Context: an optimization exercise on an open-source flow, tuned for small area, a short achievable clock period and few clock cycles per item. The choices shown serve that exercise and are no tape-out recipe.
The RTL was checked by simulation tests, not by an equivalence proof against the original design.

<file path="design.v">
module RCL(clk, rst_n, in_valid, coef_Q, coef_L, out_valid, out);
input clk,rst_n,in_valid;
input [4:0] coef_Q,coef_L;
output reg out_valid;
output reg [1:0] out;
reg [4:0] l1, l2, l3, q1, q2, q3;
always @(posedge clk) begin
	l1 <= coef_L; l2 <= l1; l3 <= l2;
	q1 <= coef_Q; q2 <= q1; q3 <= q2;
end
reg v1, v2, t3;
always @(posedge clk or negedge rst_n) begin
	if (!rst_n) begin v1 <= 1'b0; v2 <= 1'b0; t3 <= 1'b0; end
	else begin v1 <= in_valid; v2 <= in_valid & v1; t3 <= in_valid & v2; end
end
wire signed [4:0] a = l3, b = l2, c = l1, m = q3, n = q2;
wire [4:0] k = q1;
wire lt, eq;
always @(posedge clk or negedge rst_n) begin
	if (!rst_n) begin out_valid <= 1'b0; out <= 2'd0; end
	else begin out_valid <= t3; out <= t3 ? {lt, eq} : 2'd0; end
end
wire signed [9:0] am = a*m;
wire signed [9:0] bn = b*n;
wire signed [10:0] s = am + bn + c;
wire [8:0] aa = a*a;
wire [8:0] bb = b*b;
wire [9:0] d = aa + bb;
wire big = !(s[10:7] == 4'b0000 || s[10:7] == 4'b1111);
wire signed [7:0] s8 = s[7:0];
wire [14:0] sq = s8*s8;
wire [13:0] kd = k*d;
assign lt = !big && (sq < kd);
assign eq = !big && (sq == kd);
endmodule
</file>
<file path="run.sh">
#!/bin/bash
# synth_recipe.tcl (not shown) runs the flow's synth.tcl, then flattens the netlist and writes it again
# the make line also repeats each setting of config.mk as NAME=value (left out here)
make -C /OpenROAD-flow-scripts/flow DESIGN_CONFIG=/design/flow/config.mk WORK_HOME=/design/flow/orfs CLKGATE_MAP_FILE= SYNTH_SCRIPT=/design/flow/synth_recipe.tcl finish
</file>
<file path="config.mk">
export PLATFORM = sky130hd
export DESIGN_NAME = RCL
export DESIGN_NICKNAME = RCL
export VERILOG_FILES = /design/flow/design.v
export SDC_FILE = /design/flow/constraint.sdc
export NUM_CORES = 4
export LEC_CHECK = 0
export CAP_MARGIN = 20
export CORE_MARGIN = 2
export CORE_UTILIZATION = 40
export SLEW_MARGIN = 20
</file>
<file path="constraint.sdc">
create_clock -name core_clock -period 80.0 [get_ports {clk}]
set_input_delay 16.0000 -clock core_clock [delete_from_list [all_inputs] [get_ports {clk}]]
set_output_delay 16.0000 -clock core_clock [all_outputs]
set_load 0.01 [all_outputs]
</file>
==> run notes <==
## cell usage in the layout (no fill, tap or decap), types with 14 or more instances in the layout
master and instances:
sky130_fd_sc_hd__a21o_1 17, sky130_fd_sc_hd__a21oi_1 29, sky130_fd_sc_hd__and2_1 76, sky130_fd_sc_hd__clkdlybuf4s50_1 15, sky130_fd_sc_hd__dfxtp_1 30, sky130_fd_sc_hd__fa_1 151, sky130_fd_sc_hd__ha_1 112, sky130_fd_sc_hd__inv_1 219
sky130_fd_sc_hd__nand2_1 61, sky130_fd_sc_hd__nor2_1 30, sky130_fd_sc_hd__nor2b_1 14, sky130_fd_sc_hd__xnor2_1 47, sky130_fd_sc_hd__xor2_1 18
## worst max-delay path by stage
stage / start / to / slack, ps
floorplan: out[0] / out[0] / 63620
global placement: out_valid / out_valid / 63180
detailed placement: out_valid / out_valid / 63180
CTS: out_valid / out_valid / 62860
global route: out[0] / out[0] / 62830
finish: out_valid / out_valid / 62880
## stage by stage
stage | hold WS [ps] | instances
floorplan | 329 | 897
global placement | 390 | 1169
detailed placement | 381 | 1169
CTS | 396 | 1177
global route | 408 | 1177
finish | 396 | 1177
## state kept, by name, summed over array words and instances, names as in the netlist
register	cells
q3	5
out	2
q2	5
l3	5
q1	5
l2	5
v2	1
l1	5
t3	1
v1	1
out_valid	1
## layer usage
metal / up-vias / part of all wire, % / track usage (%)
li1: 2717 / - / -
met1: 2671 / 48 / 21.5
met2: 40 / 49 / 27.0
met3: 4 / 2.1 / 2.12
met4: 0 / 0.28 / 1.14
met5: - / 0 / 0
## layout make-up
class                   instances  area, um^2
inverters                     220         828
clock buffers                   5         125
multi-input cells             627        6680
repair buffers                 16         158
flip-flops and latches         36         751
well taps                     270         338
fillers                      2051       11400
clock inverters                 3        21.3
## cell families after synthesis
kind of cell / count (synthesis) / share of synthesized area (%)
adder cells (fa/ha/maj): 263 / 53.3
buffers and inverters: 234 / 10.6
AND/OR/NAND/NOR: 212 / 13.4
AO/OA/AOI/OAI: 82 / 6.40
XOR/XNOR: 66 / 7.19
flip-flops: 36 / 9.04
other: 2 / 0.0904
==> results.json <==
{
  "outcome": "complete, no violations",
  "min_delay_path_depth": 0,
  "grt_first_pass_wirelength_mm": 27.8,
  "placeable_area_um2": 20300,
  "fmax_mhz": 58.4,
  "finalSetupViolations": 0,
  "remaining_drc_errors": 0,
  "timing.final.crit_period_ps": 17120,
  "drt-wirelength-per-cell_um": 12.8,
  "register_area_share_after_synthesis_pct": 9.04,
  "num-nets-final": 1182,
  "cp.depth": 1,
  "dominantRegCellSynth": "sky130_fd_sc_hd__dfxtp_1",
  "setup_tns_ps": 0,
  "cp.buffers_inverters": 1,
  "timing.hold.worst_endpoint": "l2[0]",
  "postSynth.asyncResetShare_pct": 16.7,
  "number_of_antenna_violations_at_the_first_check_in_global_routing": 0,
  "cts_buffer_depth": 2,
  "cell_area_after_synthesis_um2": 8300,
  "synthTopCellsByArea": "sky130_fd_sc_hd__fa_1 (36%), sky130_fd_sc_hd__ha_1 (17%), sky130_fd_sc_hd__inv_1 (9.9%), sky130_fd_sc_hd__dfxtp_1 (7.2%), sky130_fd_sc_hd__and2_1 (5.7%)",
  "hold_class": "flip-flop to flip-flop",
  "timing.rr.start": "l2[4]",
  "dieWidth_um": 148,
  "drt.antenna.violating_nets": 0,
  "cts_buffers": 5,
  "areaGrowthSynthToFinish_pct": 7.19,
  "number_of_gates_resized_after_cts": 0,
  "postLayoutCoreUtil_pct": 43.8,
  "critPathMaxFanout": 1,
  "grt-ovfl-total": 0,
  "ff2ff_setup_slack_ps": 70350,
  "cp-start-kind": "flip-flop",
  "cts_hold_buf": 0,
  "io_pins": 16,
  "transition_time_at_the_pin_with_the_least_slew_margin_ps": 775,
  "grt_start_max_net_pins": 16,
  "numPortBuffers": 15,
  "detailed_route_wire_length_mm": 15.0,
  "place_area_um2": 8750,
  "slew_headroom_pct": 48.0,
  "hold_path.startpoint": "l1[0]",
  "arrival_ps": 1120,
  "drive_above_1_share_pct": 1.54,
  "floorplan.initialDensity_pct": 40.9,
  "cp_top_family": "buffers and inverters",
  "synth_commonest_cells": "sky130_fd_sc_hd__inv_1 (219), sky130_fd_sc_hd__fa_1 (151), sky130_fd_sc_hd__ha_1 (112)",
  "final.period_utilization_pct": 21.4,
  "synth_enable_flop_cells": 0,
  "route.vias.total": 5432,
  "maxSlewViolCount": 0,
  "clock_latency_ps": 290,
  "synth-seq-cells": 36,
  "vias_per_cell": 4.62,
  "detailed_router_s_first_iteration_violation_count": 183,
  "ctsHtreeMaxLevel": 2,
  "synth_top_cell_by_area": "sky130_fd_sc_hd__fa_1",
  "worstSetupPathType": "flip-flop to output port",
  "synth_top_area_share_pct": 36.4,
  "number_of_cells_traversed_by_the_worst_register_to_register_path": 34,
  "crit_path_end_kind": "output port",
  "num_antenna_cells": 0,
  "yosysMostFrequentCell": "sky130_fd_sc_hd__inv_1",
  "post_cts_buffers": 0,
  "slowest_stage": "sky130_fd_sc_hd__clkdlybuf4s50_1",
  "cap_violations": 0,
  "critical_path.cell_chain": "clkdlybuf4s50_1",
  "grt_pass1_vias": 6016,
  "cts_tree": "done",
  "root_buffer": "sky130_fd_sc_hd__clkbuf_16",
  "final_hold_viol_count": 0,
  "worst_ep_required_time_ps": 64000,
  "drt_pass1_iterations": 4,
  "yosysUniqueCellTypes": 43,
  "cts_num_sinks": 36,
  "grt_setup_unrepaired": "false",
  "die-area_um2": 21900,
  "slowest_delay_ps": 520,
  "dpl_worst_slack_ps": 63180,
  "syn_area_per_cell_um2": 9.28,
  "grtUsageTotal_pct": 15.5,
  "fin_ws_ps": 62880,
  "dp.final_hpwl_mm": 13.0,
  "ys_warn_count": 1,
  "clk_transition_reported_paths_ps": 60,
  "reg2reg_to": "out[0]",
  "timing.clock.skew_ps": 6.28,
  "syn-instance-count": 895,
  "layout.cell_area.non_filler_um2": 8900,
  "gp_congestion": 0.785,
  "rows": 52,
  "dieHeight_um": 148
}
Testbench counts, summed over its fixed seeds: cycles 11,992, items 2,400.

## static timing again, ports no longer ideal
No port has a modelled driver above. Below, the same layout with a new extraction and two added sets of constraints. Step 1 (the two cells are an assumption about what drives the block):
set clk [get_ports {clk}]
set_driving_cell -lib_cell sky130_fd_sc_hd__clkbuf_16 $clk
set_driving_cell -lib_cell sky130_fd_sc_hd__buf_2 [delete_from_list [all_inputs] $clk]
Step 2, shift: input delay + t, output delay - t, t = (earliest + latest rising clock arrival at the registers) / 2. This alone moves slack from input paths to output paths. Three values: ideal ports, drivers, drivers and shift; two values: the first two.
t, ns: 0.320
setup slack, ns: 62.876 / 62.840 / 63.160
slew at the worst register clock pin (ns): 0.06 / 0.06
pins driven straight from the clock port: 1
After both steps this run still meets setup and hold. For this run, drivers alone change the setup slack by -0.036 ns; drivers and shift together by +0.284 ns.
